What follows belongs to an exercise in optimizing a design on an open flow for small area and few clock cycles; a production flow would make more cautious choices.
The RTL was checked by simulation tests, not by an equivalence proof against the original design. The flow treats the clock pin as an ideal source, which a real chip does not have.

== build 45 ==
==> flow/design.v <==
module icap_controller
	(
		ACLK,
		ARESETN,
		S_AXIS_TREADY,
		S_AXIS_TDATA,
		S_AXIS_TLAST,
		S_AXIS_TVALID,
		ICAP_CE_N,
		ICAP_I
	);
	input                                     ACLK;
	input                                     ARESETN;
	output                                    S_AXIS_TREADY;
	input      [255 : 0]                      S_AXIS_TDATA;
	input                                     S_AXIS_TLAST;
	input                                     S_AXIS_TVALID;
	output                                    ICAP_CE_N;
	output     [31 : 0]                       ICAP_I;
	localparam N = 13;		 
	localparam W = 257;		 
	reg  [W*N-1:0]   d;		 
	reg  [224:0]     hd;		 
	reg  [N-1:0]     v;		 
	reg              hv, hvn;	 
	reg  [2:0]       cnt;		 
	reg  [N-2:0]     ldn;		 
	reg              s_in, s_prev, s_self;	 
	wire [N-1:0] ld;		 
	assign ld[N-1] = ~v[N-1] | ~hv;
	genvar s;
	generate
		for (s = 0; s < N - 1; s = s + 1) begin : ldc
			assign ld[s] = ~v[s] | ld[s+1];
		end
	endgenerate
	wire acc = S_AXIS_TVALID & ld[0];
	wire [N-1:0] v_next;
	assign v_next[0] = ld[0] ? (acc & ~s_in) : v[0];
	generate
		for (s = 1; s < N - 1; s = s + 1) begin : vn
			assign v_next[s] = ld[s] ? v[s-1] : v[s];
		end
	endgenerate
	assign v_next[N-1] = s_self ? v[N-1] : (s_in ? acc : v[N-2]);
	wire hv_next = hv ? (cnt != 3'd6) : v[N-1];
	wire [N:0] r;			 
	assign r[N]   = ~hv_next;
	assign r[N-1] = ~v_next[N-1] | ~hv_next;
	generate
		for (s = 0; s < N - 1; s = s + 1) begin : rn
			assign r[s] = ~v_next[s] | r[s+1];
		end
	endgenerate
	wire e_next = ~|v_next[N-2:0];
	always @(posedge ACLK or negedge ARESETN)
		if (!ARESETN) begin
			v      <= {N{1'b0}};
			hv     <= 1'b0;
			hvn    <= 1'b1;
			ldn    <= {(N-1){1'b0}};
			s_in   <= 1'b1;
			s_prev <= 1'b0;
			s_self <= 1'b0;
		end else begin
			v      <= v_next;
			hv     <= hv_next;
			hvn    <= ~hv_next;
			ldn    <= ~r[N-2:0];
			s_in   <= r[N-1] & e_next;
			s_prev <= r[N-1] & ~e_next;
			s_self <= ~r[N-1];
		end
	wire [W-1:0] in_m = {1'b0, S_AXIS_TDATA};
	always @(posedge ACLK) begin
		d[0 +: W] <= ~((in_m | {W{ldn[0]}}) & (d[0 +: W] | {W{ld[0]}}));
	end
	generate
		for (s = 1; s < N - 1; s = s + 1) begin : st
			always @(posedge ACLK)
				d[s*W +: W] <= ~((d[(s-1)*W +: W] | {W{ldn[s]}}) & (d[s*W +: W] | {W{ld[s]}}));
		end
	endgenerate
	always @(posedge ACLK) begin
		d[(N-1)*W +: W] <= ~((in_m & {W{s_in}}) | (d[(N-2)*W +: W] & {W{s_prev}})
		                     | (d[(N-1)*W +: W] & {W{s_self}}));
		hd[191:0] <= ~((d[(N-1)*W + 32 +: 192] | {192{hv}}) & (hd[223:32] | {192{hvn}}));
		hd[223:192] <= ~d[(N-1)*W + 224 +: 32];
		hd[224] <= ~((d[(N-1)*W + 256] | hv) & (hd[224] | hvn));
		cnt <= hv ? cnt + 3'd1 : 3'd0;
	end
	wire [W-1:0] last = d[(N-1)*W +: W];
	wire [31:0] icap = ~((last[31:0] | {32{hv}}) & (hd[31:0] | {32{hvn}}));
	wire pol = ~((last[W-1] | hv) & (hd[224] | hvn));
	assign S_AXIS_TREADY = ld[0];
	assign ICAP_CE_N = ~(hv | v[N-1]);
	assign ICAP_I = icap ^ {32{pol}};
endmodule
==> flow/config.mk <==
export PLATFORM = sky130hd
export DESIGN_NAME = icap_controller
export DESIGN_NICKNAME = icap_controller
export VERILOG_FILES = /design/flow/design.v
export SDC_FILE = /design/flow/constraint.sdc
export NUM_CORES = 4
export LEC_CHECK = 0
export CAP_MARGIN = 5
export CORE_MARGIN = 2
export CORE_UTILIZATION = 55
export CTS_BUF_LIST = sky130_fd_sc_hd__clkbuf_16
export CTS_CLUSTER_DIAMETER = 100
export CTS_CLUSTER_SIZE = 30
export SLEW_MARGIN = 5
export SYNTH_MEMORY_MAX_BITS = 8192
==> flow/constraint.sdc <==
create_clock -name core_clock -period 6.0 [get_ports {ACLK}]
set_input_delay 1.2000 -clock core_clock [delete_from_list [all_inputs] [get_ports {ACLK}]]
set_output_delay 1.2000 -clock core_clock [all_outputs]
set_load 0.01 [all_outputs]
standard.sh (not shown) runs the stock make flow with config.mk's settings and CLKGATE_MAP_FILE= SYNTH_SCRIPT=/design/flow/synth_recipe.tcl, a recipe that flattens the netlist after the stock synthesis.
==> flow/flow/run.sh <==
#!/bin/bash
# The standard layout (the standard.sh, standard synthesis included), with two changes:
# the port buffers are the smallest buffer cell, and clock tree synthesis adds no dummy loads.
# make's full output goes to flow_make.log in the work folder; ORFS keeps each step's log
# under orfs/logs/.
set -euo pipefail
export BUFFER_PORTS_ARGS="-buffer_cell sky130_fd_sc_hd__buf_1"
export CTS_ARGS="-sink_clustering_enable -repair_clock_nets -sink_clustering_size 30 -sink_clustering_max_diameter 100 -buf_list sky130_fd_sc_hd__clkbuf_16 -dont_use_dummy_load"
bash standard.sh finish > flow_make.log 2>&1
Testbench counts of build 45, summed over its fixed seeds: cycles 2,568.
Setup changes, build 45 to build 54
==> flow/config.mk <==
export PLATFORM = sky130hd
export DESIGN_NAME = icap_controller
export DESIGN_NICKNAME = icap_controller
export VERILOG_FILES = /design/flow/design.v
export SDC_FILE = /design/flow/constraint.sdc
export NUM_CORES = 4
export LEC_CHECK = 0
export CAP_MARGIN = 20
export CORE_MARGIN = 2
export CORE_UTILIZATION = 55
export CTS_BUF_LIST = sky130_fd_sc_hd__clkbuf_16
export CTS_CLUSTER_DIAMETER = 100
export CTS_CLUSTER_SIZE = 30
export GPL_TIMING_DRIVEN = 0
export SETUP_SLACK_MARGIN = 0.3
export SLEW_MARGIN = 20
export SYNTH_MEMORY_MAX_BITS = 8192
==> run notes <==
Summary: with build 45 as the reference, final cell count in build 54 moved up by a little under 10%.
Build 54 has number of violations reported at the end of detailed-routing iteration 0 below what build 45 had.
| setup slack | build 54 vs build 45 | 0.60 ns lower |
Taking build 45 as the reference, in build 54 design area has increased, simple-gate portion of the synthesized area held.
Here is what was changed in the inputs of build 56 compared with build 54.
-- flow/config.mk --
<<< build 54, line 12
export CTS_CLUSTER_DIAMETER = 100
export CTS_CLUSTER_SIZE = 30
export GPL_TIMING_DRIVEN = 0
export SETUP_SLACK_MARGIN = 0.3
export SLEW_MARGIN = 20
>>> build 56, line 12
export CTS_CLUSTER_DIAMETER = 100
export CTS_CLUSTER_SIZE = 30
export SETUP_SLACK_MARGIN = 0.3
export SLEW_MARGIN = 20
Lower core utilization goes to build 56 over build 54.
Changes observed in build 56 relative to build 54: worst hold slack went down by 0.010 ns, global-route usage over all layers went up by 3.0 points.

## afterwards: timing with drivers on the ports
In the flow no input, the clock included, has a driving cell. The finished layouts below were timed again as built, in two steps. Step 1 (the two cells are an assumption about what drives the block):
set clk [get_ports {ACLK}]
set_driving_cell -lib_cell sky130_fd_sc_hd__clkbuf_16 $clk
set_driving_cell -lib_cell sky130_fd_sc_hd__buf_2 [delete_from_list [all_inputs] $clk]
Step 2 times the ports against the registers' clock, not the clock port: input delays grow and output delays shrink by t, the midpoint of the rising clock arrivals with the driver on. Slacks: ideal ports / drivers / drivers and shift; pairs: ideal ports / drivers.
run | t (ns) | slack for setup (ns) | worst setup path after step 2 | slew at the worst register clock pin (ns) | worst data-port slew with drivers (ns)
build 45 | 0.907 | 1.818 / 1.733 / 2.278 | register to register | 0.12 / 0.12 | 0.24
build 54 | 0.904 | 1.214 / 1.131 / 2.035 | register to output | 0.11 / 0.11 | 0.27
build 56 | 0.912 | 1.812 / 1.724 / 2.294 | register to register | 0.12 / 0.12 | 0.26
After both steps every run listed still meets setup and hold.
